Background: an optimization exercise with open tools, aiming at small area and a short achievable clock period. Do not read the settings as production practice.
Where RTL was checked, it was by simulation tests only, not by an equivalence proof against the original.
Power and IR drop assume default switching activity.

==> inputs of wip/cedar <==
Design fp_multiplier, start of the top module:
module fp_multiplier (
    input         sign,
    input         clk,
    input         rst,
    input  [16:0] a,
    input  [16:0] b,
    output [17:0] out,
    output        overflow,
    output        underflow
);
  wire [17:0] xa = {sign & a[16], a};
  wire [17:0] yb = {sign & b[16], b};
  wire [8:0] neg_d, one_d, two_d;
  wire [18:0] ybz = {yb, 1'b0};
  genvar gi;
  generate for (gi = 0; gi < 9; gi = gi + 1) begin : benc
    wire y2 = ybz[2*gi+2], y1 = ybz[2*gi+1], y0 = ybz[2*gi];
    assign neg_d[gi] = y2 & ~(y1 & y0);
    assign one_d[gi] = y1 ^ y0;
    assign two_d[gi] = (y2 & ~y1 & ~y0) | (~y2 & y1 & y0);
  end endgenerate
  reg [17:0] xr;
  reg [8:0] negr, oner, twor;
  reg s1;
  always @(posedge clk) begin
    xr <= xa; negr <= neg_d; oner <= one_d; twor <= two_d; s1 <= sign;
  end
  wire [4:0] r8sel = one_d[8] ? xa[4:0] : two_d[8] ? {xa[3:0], 1'b0} : 5'd0;
  wire [5:0] r8sum = {1'b0, r8sel ^ {5{neg_d[8]}}} + neg_d[8];
  reg [5:0] r8r;
  always @(posedge clk) r8r <= r8sum;
  wire pp1, pp2, pp3, pp4, pp5, pp6, pp7, pp8, pp9, pp10, pp11, pp12;
  wire pp13, pp14, pp15, pp16, pp17, pp18, pp19, pp20, pp21, pp22, pp23, pp24;
  wire pp25, pp26, pp27, pp28, pp29, pp30, pp31, pp32, pp33, pp34, pp35, pp36;
  ...
==> flow/config.mk <==
export PLATFORM = sky130hd
export DESIGN_NAME = fp_multiplier
export DESIGN_NICKNAME = fp_multiplier
export VERILOG_FILES = /design/flow/design.v
export SDC_FILE = /design/flow/constraint.sdc
export NUM_CORES = 4
export LEC_CHECK = 0
export CAP_MARGIN = 20
export CORE_MARGIN = 2
export CORE_UTILIZATION = 40
export SETUP_SLACK_MARGIN = 4.8
export SLEW_MARGIN = 20
export SYNTH_HIERARCHICAL = 1
==> flow/constraint.sdc <==
create_clock -name core_clock -period 8.0 [get_ports {clk}]
set_input_delay 1.6000 -clock core_clock [delete_from_list [all_inputs] [get_ports {clk}]]
set_output_delay 1.6000 -clock core_clock [all_outputs]
set_load 0.01 [all_outputs]
standard.sh (not shown) runs the stock make flow with config.mk's settings and CLKGATE_MAP_FILE= SYNTH_SCRIPT=/design/flow/synth_recipe.tcl, a recipe that flattens the netlist after the stock synthesis.
==> flow/flow/run.sh <==
#!/bin/bash
# Standard layout, with a plain buffer (buf_2) on every input and output port,
# a clock tree of clkbuf_8 cells and no dummy clock loads.
set -euo pipefail
bash standard.sh "BUFFER_PORTS_ARGS=-buffer_cell sky130_fd_sc_hd__buf_2" \
  "CTS_ARGS=-sink_clustering_enable -repair_clock_nets -dont_use_dummy_load -buf_list sky130_fd_sc_hd__clkbuf_8" \
  finish > make_finish.log 2>&1
==> wip/indigo (differences from wip/cedar) <==
--- a/flow/design.v
+++ b/flow/design.v
@@ -26,12 +26,15 @@
     xr <= xa; negr <= neg_d; oner <= one_d; twor <= two_d; s1 <= sign;
   end
   wire [4:0] r8sel = one_d[8] ? xa[4:0] : two_d[8] ? {xa[3:0], 1'b0} : 5'd0;
   wire [5:0] r8sum = {1'b0, r8sel ^ {5{neg_d[8]}}} + neg_d[8];
   reg [5:0] r8r;
   always @(posedge clk) r8r <= r8sum;
+  wire lz_d = (1'b1 & ~|yb[9:0]) | (~|xa[0:0] & ~|yb[8:0]) | (~|xa[1:0] & ~|yb[7:0]) | (~|xa[2:0] & ~|yb[6:0]) | (~|xa[3:0] & ~|yb[5:0]) | (~|xa[4:0] & ~|yb[4:0]) | (~|xa[5:0] & ~|yb[3:0]) | (~|xa[6:0] & ~|yb[2:0]) | (~|xa[7:0] & ~|yb[1:0]) | (~|xa[8:0] & ~|yb[0:0]) | (~|xa[9:0] & 1'b1);
+  reg lz1;
+  always @(posedge clk) lz1 <= lz_d;
   wire pp1, pp2, pp3, pp4, pp5, pp6, pp7, pp8, pp9, pp10, pp11, pp12;
   wire pp13, pp14, pp15, pp16, pp17, pp18, pp19, pp20, pp21, pp22, pp23, pp24;
   wire pp25, pp26, pp27, pp28, pp29, pp30, pp31, pp32, pp33, pp34, pp35, pp36;
   wire pp37, pp38, pp39, pp40, pp41, pp42, pp43, pp44, pp45, pp46, pp47, pp48;
   wire pp49, pp50, pp51, pp52, pp53, pp54, pp55, pp56, pp57, pp58, pp59, pp60;
   wire pp61, pp62, pp63, pp64, pp65, pp66, pp67, pp68, pp69, pp70, pp71, pp72;
@@ -441,22 +444,21 @@
   assign lP488 = lP480 & lP476;
   assign lG489 = lg459 | (lp460 & lG487);
   assign lP490 = lp460 & lP488;
   assign lG491 = lG471 | (lP472 & lG487);
   assign lP492 = lP472 & lP488;
   wire ck_w = lG491;
-  wire [9:0] lzt = {((c393 ^ s394) ~^ (c391 | s392)), ((c391 ^ s392) ~^ (c389 | s390)), ((c389 ^ s390) ~^ (c387 | s388)), ((c387 ^ s388) ~^ (c385 | s386)), ((c385 ^ s386) ~^ (c383 | s384)), ((c383 ^ s384) ~^ (c381 | s382)), ((c381 ^ s382) ~^ (s380 | pp21)), ((s380 ^ pp21) ~^ (pp2 | 1'b0)), ((pp2 ^ 1'b0) ~^ (negr[0] | pp1)), ~(negr[0] ^ pp1)};
-  wire [9:0] lot = {(c393 ^ s394), (c391 ^ s392), (c389 ^ s390), (c387 ^ s388), (c385 ^ s386), (c383 ^ s384), (c381 ^ s382), (s380 ^ pp21), (pp2 ^ 1'b0), (negr[0] ^ pp1)};
+  wire [9:0] lot = {lp462, lp460, lp458, lp456, lp454, lp452, lp450, lp448, lp446, lp444};
   wire [23:0] ha_w = {c441, c439, c437, c435, c433, c431, c429, c427, c425, c423, c421, c419, c417, c415, c413, c411, c409, c407, c405, c403, c401, c399, c397, c395};
   wire [23:0] hb_w = {s442, s440, s438, s436, s434, s432, s430, s428, s426, s424, s422, s420, s418, s416, s414, s412, s410, s408, s406, s404, s402, s400, s398, s396};
   reg [23:0] ra;
   reg [23:0] rb;
   reg lor, land, ck, s2, rst_d;
   always @(posedge clk) begin
     ra <= ha_w; rb <= hb_w; s2 <= s1; rst_d <= rst;
-    lor <= ~&lzt; land <= &lot; ck <= ck_w;
+    lor <= ~lz1; land <= &lot; ck <= ck_w;
   end
   assign hg493 = (ck & ck);
   assign hp494 = (ck ^ ck);
   assign hg495 = (ra[0] & rb[0]);
   assign hp496 = (ra[0] ^ rb[0]);
   assign hg497 = (ra[1] & rb[1]);
@@ -616,28 +618,20 @@
   wire [33:10] ph = {(hp542 ^ hG647), (hp540 ^ hG645), (hp538 ^ hG643), (hp536 ^ hG641), (hp534 ^ hG639), (hp532 ^ hG637), (hp530 ^ hG635), (hp528 ^ hG633), (hp526 ^ hG629), (hp524 ^ hG627), (hp522 ^ hG625), (hp520 ^ hG623), (hp518 ^ hG621), (hp516 ^ hG619), (hp514 ^ hG617), (hp512 ^ hG615), (hp510 ^ hG597), (hp508 ^ hG595), (hp506 ^ hG593), (hp504 ^ hG591), (hp502 ^ hG569), (hp500 ^ hG567), (hp498 ^ hG543), (hp496 ^ hg493)};
   wire neg = s2 & ph[33];
   wire ovf_w = neg ? ~&ph[33:25] : |ph[33:24];
   wire unf_w = neg ? ~(&ph[15:10] & land) : (|ph[15:10] | lor);
   wire clr = rst | rst_d;
   reg [17:0] out_r;
-  wire ovf0_w = |ph[32:24];
-  wire ovf1_w = ~s2 | ~&ph[32:25];
-  wire unf0_w = (|ph[15:10] | lor);
-  wire unf1_w = s2 ? ~(&ph[15:10] & land) : (|ph[15:10] | lor);
-  wire p33_w = ph[33];
-  reg ovf0_r, ovf1_r, unf0_r, unf1_r, p33_r;
+  reg overflow_r, underflow_r;
   always @(posedge clk) begin
-    out_r  <= clr ? 18'd0 : ph[31:14];
-    ovf0_r <= clr ? 1'b0 : ovf0_w;
-    ovf1_r <= clr ? 1'b0 : ovf1_w;
-    unf0_r <= clr ? 1'b0 : unf0_w;
-    unf1_r <= clr ? 1'b0 : unf1_w;
-    p33_r  <= p33_w;
+    out_r       <= clr ? 18'd0 : ph[31:14];
+    overflow_r  <= clr ? 1'b0 : ovf_w;
+    underflow_r <= clr ? 1'b0 : unf_w;
   end
-  assign overflow = p33_r ? ovf1_r : ovf0_r;
-  assign underflow = p33_r ? unf1_r : unf0_r;
+  assign overflow = overflow_r;
+  assign underflow = underflow_r;
   assign out = out_r;
 endmodule
 module fp_fa (input a, input b, input c, output s, output co);
   assign s = a ^ b ^ c;
   assign co = (a & b) | (c & (a ^ b));
 endmodule
==> flow/flow/run.sh (replaced) <==
#!/bin/bash
# Standard layout, with a plain buffer (buf_1) on every input and output port,
# a clock tree of clkbuf_8 cells and no dummy clock loads.
set -euo pipefail
bash standard.sh "BUFFER_PORTS_ARGS=-buffer_cell sky130_fd_sc_hd__buf_1" \
  "CTS_ARGS=-sink_clustering_enable -repair_clock_nets -dont_use_dummy_load -buf_list sky130_fd_sc_hd__clkbuf_8" \
  finish > make_finish.log 2>&1
Settings changed: CORE_UTILIZATION 40 to 30, SETUP_SLACK_MARGIN 4.8 to 4.9.
==> wip/juniper (differences from wip/cedar) <==
--- a/flow/design.v
+++ b/flow/design.v
@@ -2,14 +2,14 @@
     input         sign,
     input         clk,
     input         rst,
     input  [16:0] a,
     input  [16:0] b,
     output [17:0] out,
-    output        overflow,
-    output        underflow
+    output reg    overflow,
+    output reg    underflow
 );
   wire [17:0] xa = {sign & a[16], a};
   wire [17:0] yb = {sign & b[16], b};
   wire [8:0] neg_d, one_d, two_d;
   wire [18:0] ybz = {yb, 1'b0};
   genvar gi;
@@ -445,14 +445,13 @@
   assign lP492 = lP472 & lP488;
   wire ck_w = lG491;
   wire [9:0] lzt = {((c393 ^ s394) ~^ (c391 | s392)), ((c391 ^ s392) ~^ (c389 | s390)), ((c389 ^ s390) ~^ (c387 | s388)), ((c387 ^ s388) ~^ (c385 | s386)), ((c385 ^ s386) ~^ (c383 | s384)), ((c383 ^ s384) ~^ (c381 | s382)), ((c381 ^ s382) ~^ (s380 | pp21)), ((s380 ^ pp21) ~^ (pp2 | 1'b0)), ((pp2 ^ 1'b0) ~^ (negr[0] | pp1)), ~(negr[0] ^ pp1)};
   wire [9:0] lot = {(c393 ^ s394), (c391 ^ s392), (c389 ^ s390), (c387 ^ s388), (c385 ^ s386), (c383 ^ s384), (c381 ^ s382), (s380 ^ pp21), (pp2 ^ 1'b0), (negr[0] ^ pp1)};
   wire [23:0] ha_w = {c441, c439, c437, c435, c433, c431, c429, c427, c425, c423, c421, c419, c417, c415, c413, c411, c409, c407, c405, c403, c401, c399, c397, c395};
   wire [23:0] hb_w = {s442, s440, s438, s436, s434, s432, s430, s428, s426, s424, s422, s420, s418, s416, s414, s412, s410, s408, s406, s404, s402, s400, s398, s396};
-  reg [23:0] ra;
-  reg [23:0] rb;
+  reg [23:0] ra, rb;
   reg lor, land, ck, s2, rst_d;
   always @(posedge clk) begin
     ra <= ha_w; rb <= hb_w; s2 <= s1; rst_d <= rst;
     lor <= ~&lzt; land <= &lot; ck <= ck_w;
   end
   assign hg493 = (ck & ck);
@@ -616,28 +615,17 @@
   wire [33:10] ph = {(hp542 ^ hG647), (hp540 ^ hG645), (hp538 ^ hG643), (hp536 ^ hG641), (hp534 ^ hG639), (hp532 ^ hG637), (hp530 ^ hG635), (hp528 ^ hG633), (hp526 ^ hG629), (hp524 ^ hG627), (hp522 ^ hG625), (hp520 ^ hG623), (hp518 ^ hG621), (hp516 ^ hG619), (hp514 ^ hG617), (hp512 ^ hG615), (hp510 ^ hG597), (hp508 ^ hG595), (hp506 ^ hG593), (hp504 ^ hG591), (hp502 ^ hG569), (hp500 ^ hG567), (hp498 ^ hG543), (hp496 ^ hg493)};
   wire neg = s2 & ph[33];
   wire ovf_w = neg ? ~&ph[33:25] : |ph[33:24];
   wire unf_w = neg ? ~(&ph[15:10] & land) : (|ph[15:10] | lor);
   wire clr = rst | rst_d;
   reg [17:0] out_r;
-  wire ovf0_w = |ph[32:24];
-  wire ovf1_w = ~s2 | ~&ph[32:25];
-  wire unf0_w = (|ph[15:10] | lor);
-  wire unf1_w = s2 ? ~(&ph[15:10] & land) : (|ph[15:10] | lor);
-  wire p33_w = ph[33];
-  reg ovf0_r, ovf1_r, unf0_r, unf1_r, p33_r;
   always @(posedge clk) begin
-    out_r  <= clr ? 18'd0 : ph[31:14];
-    ovf0_r <= clr ? 1'b0 : ovf0_w;
-    ovf1_r <= clr ? 1'b0 : ovf1_w;
-    unf0_r <= clr ? 1'b0 : unf0_w;
-    unf1_r <= clr ? 1'b0 : unf1_w;
-    p33_r  <= p33_w;
+    out_r     <= clr ? 18'd0 : ph[31:14];
+    overflow  <= clr ? 1'b0 : ovf_w;
+    underflow <= clr ? 1'b0 : unf_w;
   end
-  assign overflow = p33_r ? ovf1_r : ovf0_r;
-  assign underflow = p33_r ? unf1_r : unf0_r;
   assign out = out_r;
 endmodule
 module fp_fa (input a, input b, input c, output s, output co);
   assign s = a ^ b ^ c;
   assign co = (a & b) | (c & (a ^ b));
 endmodule
==> flow/run.sh (new file) <==
#!/bin/bash
# synth_recipe.tcl (not shown) runs the flow's synth.tcl, then flattens the netlist and writes it again
# the make line also repeats each setting of config.mk as NAME=value (left out here)
make -C /OpenROAD-flow-scripts/flow DESIGN_CONFIG=/design/flow/config.mk WORK_HOME=/design/flow/orfs CLKGATE_MAP_FILE= SYNTH_SCRIPT=/design/flow/synth_recipe.tcl finish
Settings changed: SETUP_SLACK_MARGIN 4.8 to 4.5.
removed: flow/flow/run.sh
removed: flow/standard.sh
==> notes.md <==
metric	wip/indigo	wip/juniper	wip/cedar
Run status	complete, no violations	complete, no violations	complete, no violations
Nonclk inv count	20	36	33
Setup repair bufs after CTS	1	0	0
Final core utilization	33.2%	45.9%	44.5%
Floorplan Core Area	33400 um2	25200 um2	25200 um2
Unrepaired setup endpoints after global routing	yes	yes	no
Tapcell count	448	330	330
Overall power consumption	3.69 mW	4.26 mW	3.78 mW
Switching power as a share of total power	43.3%	41.5%	43.1%
Clock buffer instance count of the final layout	17	18	17
Proportion of cell area occupied by multi-input gates	65.6%	63.1%	64.5%
Area of the mapped netlist	10200 um2	10300 um2	10300 um2
Area share of fa/ha/maj cells after synthesis	31.1%	31.9%	32.0%
Final Net Count	1183	1194	1213
Function not checked in wip/cedar: the RTL went through the layout flow alone.

-- re-timing with driven ports --
How much do the figures lean on ideal ports? The routed layouts below were timed once more, with nothing changed but the port constraints.
Step 1 (the two cells are an assumption about what drives the block):
set clk [get_ports {clk}]
set_driving_cell -lib_cell sky130_fd_sc_hd__clkbuf_16 $clk
set_driving_cell -lib_cell sky130_fd_sc_hd__buf_2 [delete_from_list [all_inputs] $clk]
Step 2 also shifts input and output timing later by t, the mid clock arrival at the registers, as if the neighbouring blocks saw the same clock.
Three values: no drivers, after step 1, after step 2; two values: the first two.
run	t (ns)	setup slack, ns	worst setup path after step 2	slew at the worst register clock pin (ns)	worst data-port slew with drivers (ns)
wip/cedar	0.474	4.892 / 4.892 / 4.892	register to register	0.09 / 0.09	0.03
wip/indigo	0.479	4.942 / 4.942 / 4.758	input to register	0.08 / 0.08	0.05
wip/juniper	0.463	4.632 / 4.632 / 4.504	input to register	0.06 / 0.06	0.04
After both steps setup and hold are still met in every run listed. For wip/indigo, which loses most, drivers alone change the setup slack by 0.000 ns; drivers and shift together by -0.184 ns.
